What follows belongs to an exercise in optimizing a design on an open flow for small area; a production flow would make more cautious choices.
Function was checked by simulation only, so behaviour that the tests miss may differ from the original.
Power is estimated from default activity; no workload was simulated.

## alpha
// float_multiply
module float_multiply (clk, reset, IN1, IN2, OUT);
input clk, reset;
input [31:0] IN1, IN2;
output [31:0] OUT;
reg [31:0] X1;
reg [31:0] X2;
reg [2:0]  stage;
reg [28:0] acc;     
reg [0:0]  cf;      
wire changed;
neq64 u_cmp (.a({IN2, IN1}), .b({X2, X1}), .y(changed));
wire st0 = (stage == 3'd0);
wire st7 = (stage == 3'd7);
wire [22:0] fa_m;
ao22x23 u_fam (.a(IN1[22:0]), .sa(st0), .b(X1[22:0]), .sb(~st0), .y(fa_m));
reg [4:0] win;
always @(*) begin
    case (stage)
        3'd0: win = {IN2[1:0], 3'b000};
        3'd1: win = X2[5:1];
        3'd2: win = X2[9:5];
        3'd3: win = X2[13:9];
        3'd4: win = X2[17:13];
        3'd5: win = X2[21:17];
        default: win = {3'b001, X2[22:21]};
    endcase
end
wire one0 = win[0] ^ win[1];
wire two0 = (win[2] & ~win[1] & ~win[0]) | (~win[2] & win[1] & win[0]);
wire neg0 = win[2] & ~(win[1] & win[0]);
wire one1 = win[2] ^ win[3];
wire two1 = (win[4] & ~win[3] & ~win[2]) | (~win[4] & win[3] & win[2]);
wire neg1 = win[4] & ~(win[3] & win[2]);
wire [23:0] m0 = {1'b1, X1[22:0]};
wire [23:0] m1 = {1'b1, fa_m};
wire [24:0] pp0, pp1;
brow u_row0 (.one(one0), .two(two0), .neg(neg0), .m(X1[22:0]), .pp(pp0));
  ...
Settings: LEC_CHECK=0, CAP_MARGIN=20, CORE_MARGIN=2, CORE_UTILIZATION=70, CTS_BUF_LIST=sky130_fd_sc_hd__clkbuf_8, SLEW_MARGIN=20, SYNTH_HIERARCHICAL=1; clock period 10.0 ns.
standard.sh (not shown) runs the stock make flow with config.mk's settings and CLKGATE_MAP_FILE= SYNTH_SCRIPT=/design/flow/synth_recipe.tcl, a recipe that flattens the netlist after the stock synthesis.
==> flow/flow/run.sh <==
#!/bin/bash
# Standard layout, with the port buffers made from the smallest buffer cell
# and no dummy loads added to the clock tree.
set -euo pipefail
bash standard.sh \
  BUFFER_PORTS_ARGS="-buffer_cell sky130_fd_sc_hd__buf_1" \
  CTS_ARGS="-sink_clustering_enable -repair_clock_nets -buf_list sky130_fd_sc_hd__clkbuf_8 -dont_use_dummy_load" \
  finish > flow.log 2>&1
Edits applied to the flow inputs when going from alpha to beta:
# alpha
export LEC_CHECK = 0
export CAP_MARGIN = 20
export CORE_MARGIN = 2
export CORE_UTILIZATION = 70
export CTS_BUF_LIST = sky130_fd_sc_hd__clkbuf_8
export SLEW_MARGIN = 20
export SYNTH_HIERARCHICAL = 1
create_clock -name core_clock -period 10.0 [get_ports {clk}]
# beta
export LEC_CHECK = 0
export CAP_MARGIN = 20
export CORE_MARGIN = 2
export CORE_UTILIZATION = 60
export CTS_BUF_LIST = sky130_fd_sc_hd__clkbuf_8
export SLEW_MARGIN = 20
export SYNTH_HIERARCHICAL = 1
create_clock -name core_clock -period 10.0 [get_ports {clk}]
Notes after the runs:
Fmax | beta vs alpha | beta faster. beta does worse than alpha on wire length of the first global-routing pass. Arrival time of the worst setup path delta for beta relative to alpha: 0.17 ns lower. beta and alpha ended up with roughly the same multi-input logic portion of the cell area. acc[17] as the endpoint of the most critical setup path was reported by beta, and acc[27] by alpha. beta: logic depth of the worst path, buffers included is 1 lower than what alpha reported. On max-slew violation count, alpha and beta are basically level. The run showing the smaller met2 demand-to-capacity share in global routing is beta. The higher setup slack of alpha and beta is in beta. Of alpha and beta, the run reporting the lower initial core utilization was beta. Measured against each other, alpha and beta differ in sum of met3 wire segment lengths after detailed routing, the lower figure coming from beta.
> inputs changed (beta -> gamma)
# beta
export LEC_CHECK = 0
export CAP_MARGIN = 20
export CORE_MARGIN = 2
export CORE_UTILIZATION = 60
export CTS_BUF_LIST = sky130_fd_sc_hd__clkbuf_8
export SLEW_MARGIN = 20
export SYNTH_HIERARCHICAL = 1
create_clock -name core_clock -period 10.0 [get_ports {clk}]
# gamma
export LEC_CHECK = 0
export CAP_MARGIN = 5
export CORE_MARGIN = 2
export CORE_UTILIZATION = 60
export CTS_BUF_LIST = sky130_fd_sc_hd__clkbuf_8
export SLEW_MARGIN = 5
export SYNTH_HIERARCHICAL = 1
create_clock -name core_clock -period 10.0 [get_ports {clk}]
### Flow results
- Status: routed wire length parity (beta, gamma)
- On area growth from synthesis to final layout, beta and gamma are basically level.
- Number of failing hold endpoints at the final stage: beta vs gamma identical
- Clock-cell share of area across beta and gamma: no real change.
- Diff gamma..beta | share of the core filled with cells in the final layout | negligible
- gamma -> beta: number of cells in the finished layout apart from fillers delta 0, exact match
- gamma went all the way through the flow, and no timing, DRC or antenna check failed.
- Going from beta to gamma, relative max-transition margin lost 7.9 points; worst setup slack after layout lost 0.0052 ns.
#### Input delta (delta over gamma)
# gamma
export LEC_CHECK = 0
export CAP_MARGIN = 5
export CORE_MARGIN = 2
export CORE_UTILIZATION = 60
export CTS_BUF_LIST = sky130_fd_sc_hd__clkbuf_8
export SLEW_MARGIN = 5
export SYNTH_HIERARCHICAL = 1
create_clock -name core_clock -period 10.0 [get_ports {clk}]
# delta
export LEC_CHECK = 0
export CAP_MARGIN = 5
export CORE_MARGIN = 2
export CORE_UTILIZATION = 50
export CTS_BUF_LIST = sky130_fd_sc_hd__clkbuf_8
export SLEW_MARGIN = 5
export SYNTH_HIERARCHICAL = 1
create_clock -name core_clock -period 10.0 [get_ports {clk}]
--- outcome ---
- NOTE largest net degree at the start of global routing gamma->delta increased by more than half
- Relative to gamma, the post-route cell area of delta is higher by about 0.7%.
- Comparing delta and gamma, the lower pre-CTS setup slack was measured on gamma.
- From gamma to delta the numbers moved as follows: worst-path maximum fanout rose 4; buffer share of cell area about even; least setup slack across all paths after layout rose 0.056 ns.
- In delta the relative max-transition margin turned out 22 points higher than in gamma.
- Across both runs, clock-pin slew reported for the worst setup and hold paths after clock tree synthesis was higher for delta than for gamma.
- In the metrics for delta and gamma, the one carrying the higher iteration count of the initial detailed-routing pass is gamma.
- After detailed routing, gamma needs less wire than delta.
- In terms of static power due to leakage, gamma and delta differ only marginally.

Starting RTL as in the previous note.
export LEC_CHECK = 0
export CAP_MARGIN = 20
export CORE_MARGIN = 2
export CORE_UTILIZATION = 50
export CTS_BUF_LIST = sky130_fd_sc_hd__clkbuf_8
export SLEW_MARGIN = 20
export SYNTH_HIERARCHICAL = 1
create_clock -name core_clock -period 10.0 [get_ports {clk}]
==> flow/flow/run.sh <==
#!/bin/bash
set -euo pipefail
bash standard.sh \
  BUFFER_PORTS_ARGS="-buffer_cell sky130_fd_sc_hd__buf_1" \
  CTS_ARGS="-sink_clustering_enable -repair_clock_nets -buf_list sky130_fd_sc_hd__clkbuf_16 -sink_clustering_size 35 -sink_buffer_max_cap_derate 1.0 -dont_use_dummy_load" \
  finish > flow.log 2>&1
The starting point finished clean.
Then changed:
==> flow/flow/run.sh (replaced) <==
#!/bin/bash
# Standard layout, with the port buffers made from the smallest buffer cell
# and no dummy loads added to the clock tree.
set -euo pipefail
bash standard.sh \
  BUFFER_PORTS_ARGS="-buffer_cell sky130_fd_sc_hd__buf_1" \
  CTS_ARGS="-sink_clustering_enable -repair_clock_nets -buf_list sky130_fd_sc_hd__clkbuf_8 -dont_use_dummy_load" \
  finish > flow.log 2>&1
=> The changed run produced a clean layout. Count of clock-buffer cells in the layout does not change. Fmax increases by 0.32%. Critical path depth does not change.

Another version of the RTL of float_multiply (not shown whole).
For scale: about 610 cells after synthesis, about 97 flip-flops, roughly 98 I/O pins.
// float_multiply
module float_multiply (clk, reset, IN1, IN2, OUT);
input clk, reset;
input [31:0] IN1, IN2;
output [31:0] OUT;
reg [31:0] X1;
reg [31:0] X2;
reg [2:0]  stage;
reg [28:0] acc;     
reg [0:0]  cf;      
wire changed = (IN1 != X1) || (IN2 != X2);
wire st0 = (stage == 3'd0);
wire st7 = (stage == 3'd7);
wire [22:0] fa_m = (IN1[22:0] & {23{st0}}) | (X1[22:0] & {23{~st0}});
reg [4:0] win;
always @(*) begin
    case (stage)
        3'd0: win = {IN2[1:0], 3'b000};
        3'd1: win = X2[5:1];
        3'd2: win = X2[9:5];
        3'd3: win = X2[13:9];
        3'd4: win = X2[17:13];
        3'd5: win = X2[21:17];
        default: win = {3'b001, X2[22:21]};
    endcase
end
wire one0 = win[0] ^ win[1];
wire two0 = (win[2] & ~win[1] & ~win[0]) | (~win[2] & win[1] & win[0]);
wire neg0 = win[2] & ~(win[1] & win[0]);
wire one1 = win[2] ^ win[3];
wire two1 = (win[4] & ~win[3] & ~win[2]) | (~win[4] & win[3] & win[2]);
wire neg1 = win[4] & ~(win[3] & win[2]);
wire [23:0] m0 = {1'b1, X1[22:0]};
wire [23:0] m1 = {1'b1, fa_m};
wire [25:0] e0 = {neg0, {m0 ^ {24{neg0}}}, neg0};    
wire [25:0] e1 = {neg1, {m1 ^ {24{neg1}}}, neg1};
wire [24:0] pp0 = ({25{one0}} & e0[25:1]) | ({25{two0}} & e0[24:0]);
wire [24:0] pp1 = ({25{one1}} & e1[25:1]) | ({25{two1}} & e1[24:0]);
wire [24:0] A = acc[28:4] & {25{~st0}};
wire [0:0] cfg = cf & {1{~st0}};
wire nA24 = ~A[24];
wire nneg0 = ~neg0;
wire nneg1 = ~neg1;
wire npp1_24 = ~pp1[24];
wire fs0;
wire fc0;
wire fs1;
wire fc1;
wire fs2;
wire fc2;
wire fs3;
wire fc3;
wire fs4;
wire fc4;
wire fs5;
wire fc5;
wire fs6;
wire fc6;
wire fs7;
wire fc7;
wire fs8;
wire fc8;
wire fs9;
wire fc9;
wire fs10;
wire fc10;
wire fs11;
wire fc11;
wire fs12;
wire fc12;
wire fs13;
wire fc13;
wire fs14;
  ...
Settings: LEC_CHECK=0, CAP_MARGIN=20, CORE_MARGIN=2, CORE_UTILIZATION=50, CTS_BUF_LIST=sky130_fd_sc_hd__clkbuf_8, SLEW_MARGIN=20, SYNTH_HIERARCHICAL=1; clock period 10.0 ns.
==> flow/flow/run.sh <==
#!/bin/bash
# Standard layout, with the port buffers made from the smallest buffer cell
# and no dummy loads added to the clock tree.
set -euo pipefail
bash standard.sh \
  BUFFER_PORTS_ARGS="-buffer_cell sky130_fd_sc_hd__buf_1" \
  CTS_ARGS="-sink_clustering_enable -repair_clock_nets -buf_list sky130_fd_sc_hd__clkbuf_8 -dont_use_dummy_load" \
  finish > flow.log 2>&1
Rerun with:
==> flow/flow/run.sh (replaced) <==
#!/bin/bash
set -euo pipefail
bash standard.sh \
  BUFFER_PORTS_ARGS="-buffer_cell sky130_fd_sc_hd__buf_1" \
  CTS_ARGS="-sink_clustering_enable -repair_clock_nets -root_buf sky130_fd_sc_hd__clkbuf_8 -buf_list sky130_fd_sc_hd__clkbuf_4 -sink_clustering_size 10 -dont_use_dummy_load" \
  finish > flow.log 2>&1
Sequential power is about the same. Clock skew is unchanged. Wire length is unchanged. Via count is unchanged. Final cell count does not change. Sequential share of layout area stays the same. Die area does not change.

==> separate check: timing with driven ports <==
In the flow no input, the clock included, has a driving cell. The finished layouts below were timed again as built, in two steps.
Step 1: set_driving_cell puts a clkbuf_16 on clk and a buf_2 on each other input, an assumption about the parent block.
Step 2 adds t to the input delays and takes it off the output delays; t is the mean of the earliest and latest rising clock arrival at the registers after step 1. Input paths then give back, and output paths get back, about the clock's delay inside the block.
Three values: ideal ports, drivers, drivers and shift; two values: the first two.
| run | shift t [ns] | setup WS [ns] | slew at the worst register clock pin (ns) |
|---|---|---|---|
| alpha | 0.397 | 0.265 / 0.281 / -0.115 | 0.09 / 0.09 |
| beta | 0.396 | 0.426 / 0.443 / 0.048 | 0.09 / 0.09 |
| gamma | 0.394 | 0.421 / 0.438 / 0.044 | 0.09 / 0.09 |
| delta | 0.416 | 0.477 / 0.477 / 0.214 | 0.10 / 0.10 |
| the first run of note 2 | 0.389 | 0.411 / 0.411 / 0.210 | 0.07 / 0.07 |
| the second run of note 2 | 0.406 | 0.441 / 0.441 / 0.253 | 0.10 / 0.10 |
| the first run of note 3 | 0.413 | 0.569 / 0.569 / 0.296 | 0.10 / 0.10 |
| the second run of note 3 | 0.413 | 0.569 / 0.569 / 0.296 | 0.10 / 0.10 |
Met with ideal ports but missed after step 2: setup timing in alpha. The setup slack of alpha, which loses most, moves by +0.016 ns with the drivers and by -0.380 ns with both steps.
